This design comes from an exercise in tuning for small area, a short achievable clock period and few clock cycles per item on the open sky130 flow, not from production work. RTL that was checked went through simulation tests only; none was proved equivalent to the original.

## lcm
module lcm#(
parameter DATA_W = 16)
(
input [DATA_W-1:0] A,
input [DATA_W-1:0] B,
input 			vld_in,
input			rst_n,
input 			clk,
output	wire	[DATA_W*2-1:0] 	lcm_out,
output	wire 	[DATA_W-1:0]	mcd_out,
output	reg					vld_out
);
Size: ~1,200 cells after synthesis, roughly 84 I/O pins.
==> module lcm, before the edit <==
module lcm#(
parameter DATA_W = 16)
(
input [DATA_W-1:0] A,
input [DATA_W-1:0] B,
input 			vld_in,
input			rst_n,
input 			clk,
output	wire	[DATA_W*2-1:0] 	lcm_out,
output	wire 	[DATA_W-1:0]	mcd_out,
output	reg					vld_out
);
localparam W = DATA_W;
localparam P = 2*DATA_W;
reg [W-1:0] u, v;
reg [P-1:0] pu, pv;
reg         busy;
wire [W-1:0] uv = u | v;
wire [W-1:0] below;    
pfor #(W) pf (.x({uv[W-2:0], 1'b0}), .y(below));
wire [W-1:0] m = uv & ~below;
wire [W-1:0] u0 = u, v0 = v;
wire [P-1:0] pu0 = pu, pv0 = pv;
wire t1 = |(u0 & (m << 0));
wire t2 = |(u0 & (m << 1));
wire t3 = |(u0 & (m << 2));
wire t4 = |(u0 & (m << 3));
wire t5 = |(u0 & (m << 4));
wire t6 = |(v0 & (m << 0));
wire t7 = |(v0 & (m << 1));
wire t8 = |(v0 & (m << 2));
wire t9 = |(v0 & (m << 3));
wire t10 = |(v0 & (m << 4));
wire [W-1:0] u1, v1;
wire [P-1:0] pu1, pv1;
wire t11 = ~t1;
wire t12 = ~t6 & ~t11;
assign u1 = t11 ? (u0 >> 1) : u0;
assign pu1 = t11 ? (pu0 << 1) : pu0;
assign v1 = t12 ? (v0 >> 1) : v0;
assign pv1 = t12 ? (pv0 << 1) : pv0;
wire t13 = t11 ? t2 : t1;
wire t14 = t11 ? t3 : t2;
wire t15 = t11 ? t4 : t3;
wire t16 = t11 ? t5 : t4;
wire t17 = t12 ? t7 : t6;
wire t18 = t12 ? t8 : t7;
wire t19 = t12 ? t9 : t8;
wire t20 = t12 ? t10 : t9;
wire [W-1:0] u2, v2;
wire [P-1:0] pu2, pv2;
wire [W-1:0] d2; wire bo2, lt2, eq2;
rsub #(W) sub2 (.a(u1), .b(v1), .d(d2), .lt(bo2));
fcmp #(W) cmp2 (.a(u1), .b(v1), .lt(lt2), .eq(eq2));
wire [W-1:0] ad2;
cneg #(W) neg2 (.x(d2), .n(lt2), .y(ad2));
assign u2 = ad2;
radd #(P) add2 (.a(pu1), .b(pv1), .s(pv2));
assign v2 = lt2 ? u1 : v1;
assign pu2 = lt2 ? pv1 : pu1;
wire t21 = t13 ^ t17 ^ 1'b0;
wire t22 = (~t13 & t17) | (~(t13 ^ t17) & 1'b0);
wire t23 = t14 ^ t18 ^ t22;
wire t24 = (~t14 & t18) | (~(t14 ^ t18) & t22);
wire t25 = t15 ^ t19 ^ t24;
wire t26 = (~t15 & t19) | (~(t15 ^ t19) & t24);
wire t27 = t16 ^ t20 ^ t26;
wire t28 = (~t16 & t20) | (~(t16 ^ t20) & t26);
wire t29 = t21 ^ (lt2 & 1'b0);
wire t30 = 1'b0 | t21;
wire t31 = t23 ^ (lt2 & t30);
wire t32 = t30 | t23;
wire t33 = t25 ^ (lt2 & t32);
wire t34 = t32 | t25;
wire t35 = t27 ^ (lt2 & t34);
wire t36 = t34 | t27;
wire t37 = lt2 ? t13 : t17;
wire t38 = lt2 ? t14 : t18;
wire t39 = lt2 ? t15 : t19;
wire t40 = lt2 ? t16 : t20;
wire t41 = 1'b0 | eq2;
wire [W-1:0] u3, v3;
wire [P-1:0] pu3, pv3;
wire t42 = ~t29;
assign u3 = t42 ? (u2 >> 1) : u2;
assign pu3 = t42 ? (pu2 << 1) : pu2;
assign v3 = v2;
assign pv3 = pv2;
wire t43 = t42 ? t31 : t29;
wire t44 = t42 ? t33 : t31;
wire t45 = t42 ? t35 : t33;
wire [W-1:0] u4, v4;
wire [P-1:0] pu4, pv4;
wire t46 = ~t43;
assign u4 = t46 ? (u3 >> 1) : u3;
assign pu4 = t46 ? (pu3 << 1) : pu3;
assign v4 = v3;
assign pv4 = pv3;
wire t47 = t46 ? t44 : t43;
wire t48 = t46 ? t45 : t44;
wire [W-1:0] u5, v5;
wire [P-1:0] pu5, pv5;
wire [W-1:0] d5; wire bo5, lt5, eq5;
rsub #(W) sub5 (.a(u4), .b(v4), .d(d5), .lt(bo5));
assign lt5 = bo5;
assign eq5 = ~|d5;
wire [W-1:0] ad5;
cneg #(W) neg5 (.x(d5), .n(lt5), .y(ad5));
wire t49 = lt5 & ~t41;
assign u5 = ad5 & {W{~t41}};
radd #(P) add5 (.a(pv4), .b(pu4 & {P{~t41}}), .s(pv5));
assign v5 = t49 ? u4 : v4;
assign pu5 = t49 ? pv4 : pu4;
wire t50 = t47 ^ t37 ^ 1'b0;
wire t51 = (~t47 & t37) | (~(t47 ^ t37) & 1'b0);
wire t52 = t48 ^ t38 ^ t51;
wire t53 = (~t48 & t38) | (~(t48 ^ t38) & t51);
wire t54 = t41 | eq5;
wire [W-1:0] u6, v6;
wire [P-1:0] pu6, pv6;
wire t55 = |(u5 & (m << 0));
wire t56 = ~t55;
assign u6 = t56 ? (u5 >> 1) : u5;
assign pu6 = t56 ? (pu5 << 1) : pu5;
assign v6 = v5;
assign pv6 = pv5;
wire done = t54;    
always @(posedge clk) begin
	if (vld_in) begin
		u  <= A;
		v  <= B;
		pu <= {P{1'b0}};
		pv <= {{W{1'b0}}, A};
	end
	else begin
		u  <= u6;
		v  <= v6;
		pu <= pu6;
		pv <= pv6;
	end
end
always @(posedge clk or negedge rst_n)
	if (!rst_n) begin
		busy    <= 1'b0;
		vld_out <= 1'b0;
	end
	else begin
		busy    <= vld_in | (busy & ~done);
		vld_out <= busy & ~vld_in & done;
	end
assign mcd_out = v;
assign lcm_out = pv;
endmodule
clock: 100.0 ns
lec_check: 0
abc_area: 1
cap_margin: 20
core_margin: 2
core_utilization: 40
slew_margin: 20
standard.sh (not shown) runs the stock make flow with config.mk's settings and CLKGATE_MAP_FILE= SYNTH_SCRIPT=/design/flow/synth_recipe.tcl, a recipe that flattens the netlist after the stock synthesis.
==> flow/flow/run.sh <==
#!/bin/bash
# Own layout flow: the standard flow (standard.sh) with two changes:
#  1. synthesis maps the logic with ABC's area mapper (amap, script
#     flow/abc_area_map.script) instead of ORFS's abc_area.script; every other
#     synthesis step, the registers and their names are the standard flow's own
#     (synth_recipe.tcl is used unchanged, with the abc command wrapped);
#  2. the port buffers are plain buf_1 cells (buffer_ports would pick
#     clkdlybuf4s50_1, which is bigger and slower).
# Each tool's output goes to a log in this folder (and ORFS's own logs under
# orfs/logs).
set -euo pipefail
here=$(pwd)
scr="$here/flow/abc_area_map.script"
{
  cat <<EOT
proc abc {args} {
  set i [lsearch -exact \$args -script]
  if {\$i >= 0} { lset args [expr {\$i + 1}] {$scr} }
  yosys abc {*}\$args
}
EOT
  cat synth_recipe.tcl
} > my_synth.tcl
sed "s#SYNTH_SCRIPT=[^ ]*#SYNTH_SCRIPT=$here/my_synth.tcl#" standard.sh > my_standard.sh
grep -q "SYNTH_SCRIPT=$here/my_synth.tcl" my_standard.sh
export BUFFER_PORTS_ARGS="-buffer_cell sky130_fd_sc_hd__buf_1"
bash my_standard.sh > flow.log 2>&1
==> flow/flow/abc_area_map.script <==
strash
dch
amap
topo
stime -c
buffer -c
upsize -c
dnsize -c
Next try:
--- a/flow/design.v
+++ b/flow/design.v
@@ -47,17 +47,15 @@
 wire t17 = t12 ? t7 : t6;
 wire t18 = t12 ? t8 : t7;
 wire t19 = t12 ? t9 : t8;
 wire t20 = t12 ? t10 : t9;
 wire [W-1:0] u2, v2;
 wire [P-1:0] pu2, pv2;
-wire [W-1:0] d2; wire bo2, lt2, eq2;
-rsub #(W) sub2 (.a(u1), .b(v1), .d(d2), .lt(bo2));
+wire [W-1:0] d2, ad2; wire bo2, lt2, eq2;
 fcmp #(W) cmp2 (.a(u1), .b(v1), .lt(lt2), .eq(eq2));
-wire [W-1:0] ad2;
-cneg #(W) neg2 (.x(d2), .n(lt2), .y(ad2));
+rsub #(W) sub2 (.a(lt2 ? v1 : u1), .b(lt2 ? u1 : v1), .d(ad2), .lt(bo2));
 assign u2 = ad2;
 radd #(P) add2 (.a(pu1), .b(pv1), .s(pv2));
 assign v2 = lt2 ? u1 : v1;
 assign pu2 = lt2 ? pv1 : pu1;
 wire t21 = t13 ^ t17 ^ 1'b0;
 wire t22 = (~t13 & t17) | (~(t13 ^ t17) & 1'b0);
@@ -98,17 +96,16 @@
 assign v4 = v3;
 assign pv4 = pv3;
 wire t47 = t46 ? t44 : t43;
 wire t48 = t46 ? t45 : t44;
 wire [W-1:0] u5, v5;
 wire [P-1:0] pu5, pv5;
-wire [W-1:0] d5; wire bo5, lt5, eq5;
+wire [W-1:0] d5, ad5; wire bo5, lt5, eq5;
 rsub #(W) sub5 (.a(u4), .b(v4), .d(d5), .lt(bo5));
 assign lt5 = bo5;
 assign eq5 = ~|d5;
-wire [W-1:0] ad5;
 cneg #(W) neg5 (.x(d5), .n(lt5), .y(ad5));
 wire t49 = lt5 & ~t41;
 assign u5 = ad5 & {W{~t41}};
 radd #(P) add5 (.a(pv4), .b(pu4 & {P{~t41}}), .s(pv5));
 assign v5 = t49 ? u4 : v4;
 assign pu5 = t49 ? pv4 : pu4;
@@ -122,25 +119,33 @@
 wire t55 = |(u5 & (m << 0));
 wire t56 = ~t55;
 assign u6 = t56 ? (u5 >> 1) : u5;
 assign pu6 = t56 ? (pu5 << 1) : pu5;
 assign v6 = v5;
 assign pv6 = pv5;
+wire [W-1:0] u7, v7;
+wire [P-1:0] pu7, pv7;
+wire t57 = |(u6 & (m << 0));
+wire t58 = ~t57;
+assign u7 = t58 ? (u6 >> 1) : u6;
+assign pu7 = t58 ? (pu6 << 1) : pu6;
+assign v7 = v6;
+assign pv7 = pv6;
 wire done = t54;    
 always @(posedge clk) begin
-	if (vld_in) begin
+	if (!busy) begin
 		u  <= A;
 		v  <= B;
 		pu <= {P{1'b0}};
 		pv <= {{W{1'b0}}, A};
 	end
 	else begin
-		u  <= u6;
-		v  <= v6;
-		pu <= pu6;
-		pv <= pv6;
+		u  <= u7;
+		v  <= v7;
+		pu <= pu7;
+		pv <= pv7;
 	end
 end
 always @(posedge clk or negedge rst_n)
 	if (!rst_n) begin
 		busy    <= 1'b0;
 		vld_out <= 1'b0;
The changed run ran to the end with no violations.
Critical path depth is lower by 6.
Synthesized area is higher by about 3%.
Worst setup slack gains 0.74 ns.
Design area is higher by 2.0%.
Wire length is higher by 7.3%.
Synthesized cell count is higher by about 1.7%.
Count of clock-buffer cells in the layout is lower by 2.
Core utilization is lower by 0.58 points.
Testbench counts after the change, summed over its fixed seeds: cycles 10,955, items 1,600.
For the first run of this note, only the layout was checked, not whether the RTL still works.

-- what the ideal ports hide --
No port has a modelled driver above. Below, the same layouts with a new extraction and two added sets of constraints.
Step 1 assumes that a clkbuf_16 drives the clock port and a buf_2 every other input.
Step 2 adds t to the input delays and takes it off the output delays; t is the mean of the earliest and latest rising clock arrival at the registers after step 1. Input paths then give back, and output paths get back, about the clock's delay inside the block.
a / b / c = ideal / step 1 / step 2; a / b = the first two.
run | t (ns) | setup WS [ns] | latest minus earliest clock arrival (ns) | slew at the worst register clock pin (ns) | worst data-port slew with drivers (ns)
the first run | 0.387 | 78.206 / 78.230 / 77.843 | 0.012 / 0.012 | 0.07 / 0.07 | 0.03
the second run | 0.406 | 78.951 / 78.903 / 79.310 | 0.007 / 0.007 | 0.08 / 0.08 | 0.04
After both steps setup and hold are still met in every run listed. The setup slack of the first run, which loses most, moves by +0.024 ns with the drivers and by -0.363 ns with both steps.
